This is an optimization exercise on Yosys and OpenROAD, whose aim is small area, not a production implementation. Function was checked by simulation only, so behaviour that the tests miss may differ from the original.

==> build 42 <==
==> flow/design.v <==
module ssl(CLK, DIR1, DIR2, DIR3, DIR4, E1_1, E1_2, E1_3, E1_4,
           E2_1, E2_2, E2_3, E2_4, H1_1, H1_2, H1_3, H1_4,
           H2_1, H2_2, H2_3, H2_4, H3_1, H3_2, H3_3, H3_4,
           reset, Rx,
           An1, An2, An3, An4, Ap1, Ap2, Ap3, Ap4,
           Bn1, Bn2, Bn3, Bn4, Bp1, Bp2, Bp3, Bp4,
           Cn1, Cn2, Cn3, Cn4, Cp1, Cp2, Cp3, Cp4,
           speed1, speed2, speed3, speed4);
  input CLK;
  input DIR1, DIR2, DIR3, DIR4;
  input E1_1, E1_2, E1_3, E1_4;
  input E2_1, E2_2, E2_3, E2_4;
  input H1_1, H1_2, H1_3, H1_4;
  input H2_1, H2_2, H2_3, H2_4;
  input H3_1, H3_2, H3_3, H3_4;
  input reset;
  input Rx;
  output An1, An2, An3, An4, Ap1, Ap2, Ap3, Ap4;
  output Bn1, Bn2, Bn3, Bn4, Bp1, Bp2, Bp3, Bp4;
  output Cn1, Cn2, Cn3, Cn4, Cp1, Cp2, Cp3, Cp4;
  output speed1, speed2, speed3, speed4;
  wire [3:0] dir = {DIR4, DIR3, DIR2, DIR1};
  wire [3:0] qa  = {E1_4, E1_3, E1_2, E1_1};
  wire [3:0] qb  = {E2_4, E2_3, E2_2, E2_1};
  wire [3:0] h1i = {H1_4, H1_3, H1_2, H1_1};
  wire [3:0] h2i = {H2_4, H2_3, H2_2, H2_1};
  wire [3:0] h3i = {H3_4, H3_3, H3_2, H3_1};
  reg [16:0] tk;
  wire [16:0] tk_inc;
  rinc #(17) u_tkinc (.a(tk), .ci(1'b1), .s(tk_inc));
  always @(posedge CLK)
    if (!reset || tk == 17'd74999) tk <= 17'd0;
    else tk <= tk_inc;
  wire tk_lat = (tk == 17'd74997);    
  wire tk_clr = (tk == 17'd74998);    
  wire tk_ea  = (tk == 17'd74996);    
  wire tk_s0  = (tk == 17'd74994);
  wire tk_s1  = (tk == 17'd74995);
  wire tk_s3  = (tk == 17'd74997);
  wire tk_s4  = (tk == 17'd74998);
  wire tk_eb  = (tk == 17'd74997);    
  reg [6:0] pre;                      
  reg [6:0] pc;
  wire [6:0] pre_inc, pc_inc;
  rinc #(7) u_preinc (.a(pre), .ci(1'b1), .s(pre_inc));
  rinc #(7) u_pcinc (.a(pc), .ci(1'b1), .s(pc_inc));
  always @(posedge CLK)
    if (!reset || pre == 7'd83) pre <= 7'd0;
    else pre <= pre_inc;
  wire rise = (pre == 7'd41);
  always @(posedge CLK)
    if (!reset) pc <= 7'd0;
    else if (rise) pc <= pc_inc;
  reg r1, r2;
  always @(posedge CLK) begin r1 <= Rx; r2 <= r1; end
  reg [3:0] rph;                      
  wire [3:0] rph_inc;
  rinc #(4) u_rphinc (.a(rph), .ci(1'b1), .s(rph_inc));
  reg [9:0] rcnt;
  reg [7:0] rbyte;
  wire rend = (rcnt == 10'd867);
  wire [9:0] rcnt_inc, tq_inc;
  rinc #(10) u_rinc (.a(rcnt), .ci(1'b1), .s(rcnt_inc));
  rinc #(10) u_tinc (.a(tq), .ci(1'b1), .s(tq_inc));
  always @(posedge CLK) begin
    if (!reset) rph <= 4'd0;
    else case (rph)
      4'd0: if (!r2) rph <= 4'd1;
      4'd1: if (rcnt == 10'd433) rph <= r2 ? 4'd0 : 4'd2;
      4'd11: rph <= 4'd0;
      default: if (rend) rph <= rph_inc;
    endcase
    if (rph == 4'd0 || (rph == 4'd1 && rcnt == 10'd433) || rend) rcnt <= 10'd0;
    else rcnt <= rcnt_inc;
    if (rend && rph >= 4'd2 && rph <= 4'd9) rbyte <= {r2, rbyte[7:1]};
  end
  wire rdv = (rph == 4'd11);
  reg [1:0] spi;
  reg [7:0] sp [0:3];
  integer i;
  always @(posedge CLK)
    if (!reset) begin
      spi <= 2'd0;
      for (i = 0; i < 4; i = i + 1) sp[i] <= 8'd0;
    end else if (rdv) begin
      spi <= {spi[1] ^ spi[0], ~spi[0]};
      sp[spi] <= rbyte;
    end
  reg [3:0] seg;
  reg [9:0] tq;
  wire [3:0] seg_inc;
  rinc #(4) u_seginc (.a(seg), .ci(1'b1), .s(seg_inc));
  wire tseg_end = (seg == 4'd8) ? (tq == 10'd869) : (tq == 10'd867);
  always @(posedge CLK)
    if (!reset) begin seg <= 4'd8; tq <= 10'd868; end
    else if (tseg_end) begin
      tq <= 10'd0;
      seg <= (seg == 4'd9) ? 4'd0 : seg_inc;
    end else tq <= tq_inc;
  wire tx_load = (seg == 4'd8) && (tq == 10'd868);
  wire [3:0] pwm_o;
  wire [3:0] spd;
  wire [3:0] Ap, An, Bp, Bn, Cp, Cn;
  genvar m;
  generate for (m = 0; m < 4; m = m + 1) begin : mot
    reg x0;
    reg [7:0] cnt, total, txd;
    wire xe = qa[m] ^ qb[m];
    wire en = xe ^ x0;
    wire [7:0] cnt_inc;
    rinc #(8) u_cinc (.a(cnt), .ci(en), .s(cnt_inc));
    always @(posedge CLK) begin
      x0 <= xe;
      if (!reset) cnt <= {7'd0, en};
      else if (tk_clr) cnt <= 8'd0;
      else cnt <= cnt_inc;
      if (!reset) total <= 8'd0;
      else if (tk_lat) total <= cnt;
      if (tx_load) txd <= total;
    end
    assign spd[m] = seg[3] ? ~seg[0] : txd[seg[2:0]];
    wire [7:0] err;
    rsub #(8) u_err (.a(sp[m]), .b(total), .s(err));
    reg [7:0] e1, e2;
    reg [31:0] acc;
    wire [7:0] v = tk_s0 ? ~e1 : e2;
    wire [31:0] vx = {{24{v[7]}}, v};
    wire [31:0] op = tk_s0 ? {vx[28:0], 3'b0} :
                     tk_s1 ? {vx[30:0], 1'b0} :
                     tk_s3 ? {vx[26:0], 5'b0} :
                     tk_s4 ? {vx[28:0], 3'b0} : 32'd0;
    wire [31:0] acc_n;
    radd #(31) u_acc (.a(acc[31:1]), .b(op[31:1]), .ci(1'b0), .c3(tk_s0), .s(acc_n[31:1]));
    assign acc_n[0] = acc[0];
    always @(posedge CLK)
      if (!reset) begin
        acc <= 32'd0; e1 <= 8'd0; e2 <= 8'd0;
      end else begin
        acc <= acc_n;
        if (tk_ea) e2 <= err;
        if (tk_eb) e1 <= err;
      end
    wire [6:0] lvl = acc[31] ? 7'd0 : (|acc[30:7]) ? 7'd127 : acc[6:0];
    wire lgt;
    rgt #(7) u_gt (.a(lvl), .b(pc), .gt(lgt));
    reg po;
    always @(posedge CLK)
      if (!reset) po <= 1'b0;
      else if (rise) po <= lgt;
    wire h1 = dir[m] ? h1i[m] : ~h1i[m];
    wire h2 = dir[m] ? h2i[m] : ~h2i[m];
    wire h3 = dir[m] ? h3i[m] : ~h3i[m];
    assign Ap[m] = ~po | ~h1 | h2;
    assign An[m] =  po & ~h1 & h2;
    assign Bp[m] = ~po | ~h2 | h3;
    assign Bn[m] =  po & ~h2 & h3;
    assign Cp[m] = ~po | ~h3 | h1;
    assign Cn[m] =  po & ~h3 & h1;
  end endgenerate
  assign {Ap4, Ap3, Ap2, Ap1} = Ap;
  assign {An4, An3, An2, An1} = An;
  assign {Bp4, Bp3, Bp2, Bp1} = Bp;
  assign {Bn4, Bn3, Bn2, Bn1} = Bn;
  assign {Cp4, Cp3, Cp2, Cp1} = Cp;
  assign {Cn4, Cn3, Cn2, Cn1} = Cn;
  assign {speed4, speed3, speed2, speed1} = spd;
endmodule
module rinc #(parameter W = 8) (input [W-1:0] a, input ci, output [W-1:0] s);
  wire [W:0] c;
  assign c[0] = ci;
  genvar i;
  generate for (i = 0; i < W; i = i + 1) begin : b
    assign s[i] = a[i] ^ c[i];
    assign c[i+1] = a[i] & c[i];
  end endgenerate
endmodule
module radd #(parameter W = 8) (input [W-1:0] a, input [W-1:0] b, input ci, input c3, output [W-1:0] s);
  wire [W:0] c;
  assign c[0] = ci;
  genvar i;
  generate for (i = 0; i < W; i = i + 1) begin : b_
    wire cc = (i == 2) ? (c[i] | c3) : c[i];
    assign s[i] = a[i] ^ b[i] ^ cc;
    assign c[i+1] = (a[i] & b[i]) | (cc & (a[i] ^ b[i]));
  end endgenerate
endmodule
module rsub #(parameter W = 8) (input [W-1:0] a, input [W-1:0] b, output [W-1:0] s);
  wire [W:0] c;
  assign c[0] = 1'b1;
  genvar i;
  generate for (i = 0; i < W; i = i + 1) begin : b_
    wire nb = ~b[i];
    assign s[i] = a[i] ^ nb ^ c[i];
    assign c[i+1] = (a[i] & nb) | (c[i] & (a[i] ^ nb));
  end endgenerate
endmodule
module rgt #(parameter W = 8) (input [W-1:0] a, input [W-1:0] b, output gt);
  wire [W:0] g;
  assign g[0] = 1'b0;
  genvar i;
  generate for (i = 0; i < W; i = i + 1) begin : b_
    assign g[i+1] = (a[i] & ~b[i]) | (~(a[i] ^ b[i]) & g[i]);
  end endgenerate
  assign gt = g[W];
endmodule
==> flow/run.sh <==
#!/bin/bash
# synth_recipe.tcl (not shown) runs the flow's synth.tcl, then flattens the netlist and writes it again
# the make line also repeats each setting of config.mk as NAME=value (left out here)
make -C /OpenROAD-flow-scripts/flow DESIGN_CONFIG=/design/flow/config.mk WORK_HOME=/design/flow/orfs CLKGATE_MAP_FILE= SYNTH_SCRIPT=/design/flow/synth_recipe.tcl finish
==> flow/config.mk <==
export PLATFORM = sky130hd
export DESIGN_NAME = ssl
export DESIGN_NICKNAME = ssl
export VERILOG_FILES = /design/flow/design.v
export SDC_FILE = /design/flow/constraint.sdc
export NUM_CORES = 4
export LEC_CHECK = 0
export CAP_MARGIN = 20
export CORE_MARGIN = 2
export CORE_UTILIZATION = 40
export PLACE_DENSITY = 0.6
export SLEW_MARGIN = 20
==> flow/constraint.sdc <==
create_clock -name core_clock -period 10.0 [get_ports {CLK}]
set_input_delay 2.0000 -clock core_clock [delete_from_list [all_inputs] [get_ports {CLK}]]
set_output_delay 2.0000 -clock core_clock [all_outputs]
set_load 0.01 [all_outputs]
==> build 11: changes against build 42 <==
--- a/flow/design.v
+++ b/flow/design.v
@@ -32,12 +32,14 @@
     if (!reset || tk == 17'd74999) tk <= 17'd0;
     else tk <= tk_inc;
-  wire tk_lat = (tk == 17'd74997);    
-  wire tk_clr = (tk == 17'd74998);    
-  wire tk_ea  = (tk == 17'd74996);    
-  wire tk_s0  = (tk == 17'd74994);
-  wire tk_s1  = (tk == 17'd74995);
-  wire tk_s3  = (tk == 17'd74997);
-  wire tk_s4  = (tk == 17'd74998);
-  wire tk_eb  = (tk == 17'd74997);    
+  wire tk_hi  = (tk[16:3] == 14'd9374);           
+  wire tk_lo  = (tk[16:2] == 15'd0);              
+  wire tk_ea  = tk_hi & (tk[2:0] == 3'd4);        
+  wire tk_eb  = tk_hi & (tk[2:0] == 3'd5);        
+  wire tk_clr = tk_hi & (tk[2:0] == 3'd6);        
+  wire pa = tk_hi & (tk[2:1] == 2'd1);            
+  wire pb = tk_hi & (tk[2:1] == 2'd2);            
+  wire pc_ = tk_hi & (tk[2:1] == 2'd3);           
+  wire pd = tk_lo & ~tk[1];                       
+  wire podd = tk[0];
   reg [6:0] pre;                      
   reg [6:0] pc;
@@ -58,18 +60,18 @@
   rinc #(4) u_rphinc (.a(rph), .ci(1'b1), .s(rph_inc));
   reg [9:0] rcnt;
+  wire [9:0] rcnt_inc;
+  rinc #(10) u_rinc (.a(rcnt), .ci(1'b1), .s(rcnt_inc));
   reg [7:0] rbyte;
   wire rend = (rcnt == 10'd867);
-  wire [9:0] rcnt_inc, tq_inc;
-  rinc #(10) u_rinc (.a(rcnt), .ci(1'b1), .s(rcnt_inc));
-  rinc #(10) u_tinc (.a(tq), .ci(1'b1), .s(tq_inc));
+  wire rmid = (rcnt == 10'd433);
   always @(posedge CLK) begin
     if (!reset) rph <= 4'd0;
     else case (rph)
       4'd0: if (!r2) rph <= 4'd1;
-      4'd1: if (rcnt == 10'd433) rph <= r2 ? 4'd0 : 4'd2;
+      4'd1: if (rmid) rph <= r2 ? 4'd0 : 4'd2;
       4'd11: rph <= 4'd0;
       default: if (rend) rph <= rph_inc;
     endcase
-    if (rph == 4'd0 || (rph == 4'd1 && rcnt == 10'd433) || rend) rcnt <= 10'd0;
+    if (rph == 4'd0 || (rph == 4'd1 && rmid) || rend) rcnt <= 10'd0;
     else rcnt <= rcnt_inc;
     if (rend && rph >= 4'd2 && rph <= 4'd9) rbyte <= {r2, rbyte[7:1]};
@@ -77,31 +79,36 @@
   wire rdv = (rph == 4'd11);
   reg [1:0] spi;
-  reg [7:0] sp [0:3];
-  integer i;
-  always @(posedge CLK)
-    if (!reset) begin
-      spi <= 2'd0;
-      for (i = 0; i < 4; i = i + 1) sp[i] <= 8'd0;
-    end else if (rdv) begin
-      spi <= {spi[1] ^ spi[0], ~spi[0]};
-      sp[spi] <= rbyte;
-    end
+  always @(posedge CLK)
+    if (!reset) spi <= 2'd0;
+    else if (rdv) spi <= {spi[1] ^ spi[0], ~spi[0]};
+  wire [7:0] spd_in = rbyte & {8{reset}};
   reg [3:0] seg;
   reg [9:0] tq;
-  wire [3:0] seg_inc;
-  rinc #(4) u_seginc (.a(seg), .ci(1'b1), .s(seg_inc));
-  wire tseg_end = (seg == 4'd8) ? (tq == 10'd869) : (tq == 10'd867);
-  always @(posedge CLK)
-    if (!reset) begin seg <= 4'd8; tq <= 10'd868; end
-    else if (tseg_end) begin
-      tq <= 10'd0;
-      seg <= (seg == 4'd9) ? 4'd0 : seg_inc;
-    end else tq <= tq_inc;
-  wire tx_load = (seg == 4'd8) && (tq == 10'd868);
-  wire [3:0] pwm_o;
+  wire [9:0] tq_inc;
+  rinc #(10) u_tinc (.a(tq), .ci(1'b1), .s(tq_inc));
+  wire tseg_end = (seg == 4'd0) ? (tq == 10'd1) : (tq == 10'd867);
+  reg [3:0] seg_n;
+  always @(*)
+    case (seg)
+      4'd0: seg_n = 4'd1;
+      4'd1: seg_n = 4'd8;
+      4'd15: seg_n = 4'd2;
+      4'd2: seg_n = 4'd0;
+      default: seg_n = {1'b1, seg[2:0] + 3'd1};
+    endcase
+  always @(posedge CLK) begin
+    if (!reset || tseg_end) tq <= 10'd0;
+    else tq <= tq_inc;
+    if (!reset) seg <= 4'd0;
+    else if (tseg_end) seg <= seg_n;
+  end
+  wire tx_load = (seg == 4'd0) && (tq == 10'd0);
   wire [3:0] spd;
   wire [3:0] Ap, An, Bp, Bn, Cp, Cn;
   genvar m;
   generate for (m = 0; m < 4; m = m + 1) begin : mot
+    reg [7:0] sp;
+    always @(posedge CLK)
+      if (!reset || (rdv && spi == m)) sp <= spd_in;
     reg x0;
     reg [7:0] cnt, total, txd;
@@ -109,43 +116,45 @@
     wire en = xe ^ x0;
     wire [7:0] cnt_inc;
-    rinc #(8) u_cinc (.a(cnt), .ci(en), .s(cnt_inc));
+    wire cclr = tk_clr | !reset;
+    rinc #(8) u_cinc (.a(cnt & {8{~cclr}}), .ci(en & ~tk_clr), .s(cnt_inc));
     always @(posedge CLK) begin
       x0 <= xe;
-      if (!reset) cnt <= {7'd0, en};
-      else if (tk_clr) cnt <= 8'd0;
-      else cnt <= cnt_inc;
-      if (!reset) total <= 8'd0;
-      else if (tk_lat) total <= cnt;
+      cnt <= cnt_inc;
+      if (tk_eb || !reset) total <= {cnt[7:1], cnt[0] & reset};
       if (tx_load) txd <= total;
     end
-    assign spd[m] = seg[3] ? ~seg[0] : txd[seg[2:0]];
+    assign spd[m] = seg[3] ? txd[seg[2:0]] : (seg != 4'd1);
     wire [7:0] err;
-    rsub #(8) u_err (.a(sp[m]), .b(total), .s(err));
-    reg [7:0] e1, e2;
-    reg [31:0] acc;
-    wire [7:0] v = tk_s0 ? ~e1 : e2;
-    wire [31:0] vx = {{24{v[7]}}, v};
-    wire [31:0] op = tk_s0 ? {vx[28:0], 3'b0} :
-                     tk_s1 ? {vx[30:0], 1'b0} :
-                     tk_s3 ? {vx[26:0], 5'b0} :
-                     tk_s4 ? {vx[28:0], 3'b0} : 32'd0;
-    wire [31:0] acc_n;
-    radd #(31) u_acc (.a(acc[31:1]), .b(op[31:1]), .ci(1'b0), .c3(tk_s0), .s(acc_n[31:1]));
-    assign acc_n[0] = acc[0];
-    always @(posedge CLK)
-      if (!reset) begin
-        acc <= 32'd0; e1 <= 8'd0; e2 <= 8'd0;
-      end else begin
-        acc <= acc_n;
-        if (tk_ea) e2 <= err;
-        if (tk_eb) e1 <= err;
-      end
-    wire [6:0] lvl = acc[31] ? 7'd0 : (|acc[30:7]) ? 7'd127 : acc[6:0];
+    rsub #(8) u_err (.a(sp), .b(total), .s(err));
+    reg [7:0] ex, ey;
+    always @(posedge CLK) begin
+      ex <= ey;
+      ey <= (tk_ea || tk_eb || !reset) ? err : ex;
+    end
+    reg [15:0] s0, s1;
+    reg cy;
+    wire use_e1 = pb;
+    wire [7:0] v = use_e1 ? ~ey : ex;            
+    wire sgn = use_e1 ? ~ex[7] : ey[7];           
+    wire act = pa | pb | pc_ | pd;
+    wire [15:0] vx = {{8{v[7]}}, v};
+    wire [15:0] lo_op = pa ? {vx[14:0], 1'b0} :
+                        pc_ ? {vx[10:0], 5'b0} : {vx[12:0], 3'b0};
+    wire [15:0] op = !act ? 16'd0 : podd ? {16{sgn}} : lo_op;
+    wire inj = !podd & pb;                        
+    wire [15:0] sum;
+    wire co;
+    radd16 u_acc (.a(s1), .b(op), .ci(podd & cy), .c3(inj), .s(sum), .co(co));
+    always @(posedge CLK) begin
+      s1 <= s0;
+      s0 <= sum & {16{reset}};
+      cy <= co;
+    end
+    wire [6:0] lvl = s1[15] ? 7'd0 : ((|s1[14:0]) | (|s0[15:7])) ? 7'd127 : s0[6:0];
     wire lgt;
     rgt #(7) u_gt (.a(lvl), .b(pc), .gt(lgt));
     reg po;
     always @(posedge CLK)
-      if (!reset) po <= 1'b0;
-      else if (rise) po <= lgt;
+      if (rise || !reset) po <= lgt & reset;
     wire h1 = dir[m] ? h1i[m] : ~h1i[m];
     wire h2 = dir[m] ? h2i[m] : ~h2i[m];
@@ -166,4 +175,15 @@
   assign {speed4, speed3, speed2, speed1} = spd;
 endmodule
+module radd16 (input [15:0] a, input [15:0] b, input ci, input c3, output [15:0] s, output co);
+  wire [16:0] c;
+  assign c[0] = ci;
+  genvar i;
+  generate for (i = 0; i < 16; i = i + 1) begin : b_
+    wire cc = (i == 3) ? (c[i] | c3) : c[i];
+    assign s[i] = a[i] ^ b[i] ^ cc;
+    assign c[i+1] = (a[i] & b[i]) | (cc & (a[i] ^ b[i]));
+  end endgenerate
+  assign co = c[16];
+endmodule
 module rinc #(parameter W = 8) (input [W-1:0] a, input ci, output [W-1:0] s);
   wire [W:0] c;
==> flow_metrics.tcl <==
set metrics [dict create \
    status "finished with violations" \
    so_faults "setup timing" \
    finalSetupViolCount 36 \
    ys_ff_latch 395 \
    fin_crit_ns 13.15 \
    largest_class "multi-input gates" \
    fin_ws_ns -3.151 \
    core_um2 48650 \
]
That was build 42.
==> flow_metrics.tcl <==
set metrics [dict create \
    ys_ff_latch 403 \
    largest_class "flip-flops and latches" \
    fin_ws_ns 0.9564 \
    status "timing/DRC/antenna clean" \
    fin_crit_ns 9.044 \
    core_um2 44320 \
    finalSetupViolCount 0 \
]
That was build 11.

## re-timing with driven ports
Ports are ideal in the flow. The routed layouts listed here were re-timed in OpenROAD.
Step 1, drivers: a clkbuf_16 drives CLK and a buf_2 each remaining input, both assumed.
Step 2 adds t to the input delays and takes it off the output delays; t is the mean of the earliest and latest rising clock arrival at the registers after step 1. Input paths then give back, and output paths get back, about the clock's delay inside the block.
a / b / c = ideal / step 1 / step 2; a / b = the first two.
run | t, ns | slack for setup (ns) | worst setup path after step 2
build 42 | 0.619 | -3.151 / -3.151 / -3.151 | register to register
build 11 | 0.613 | 0.956 / 0.956 / 0.956 | register to register
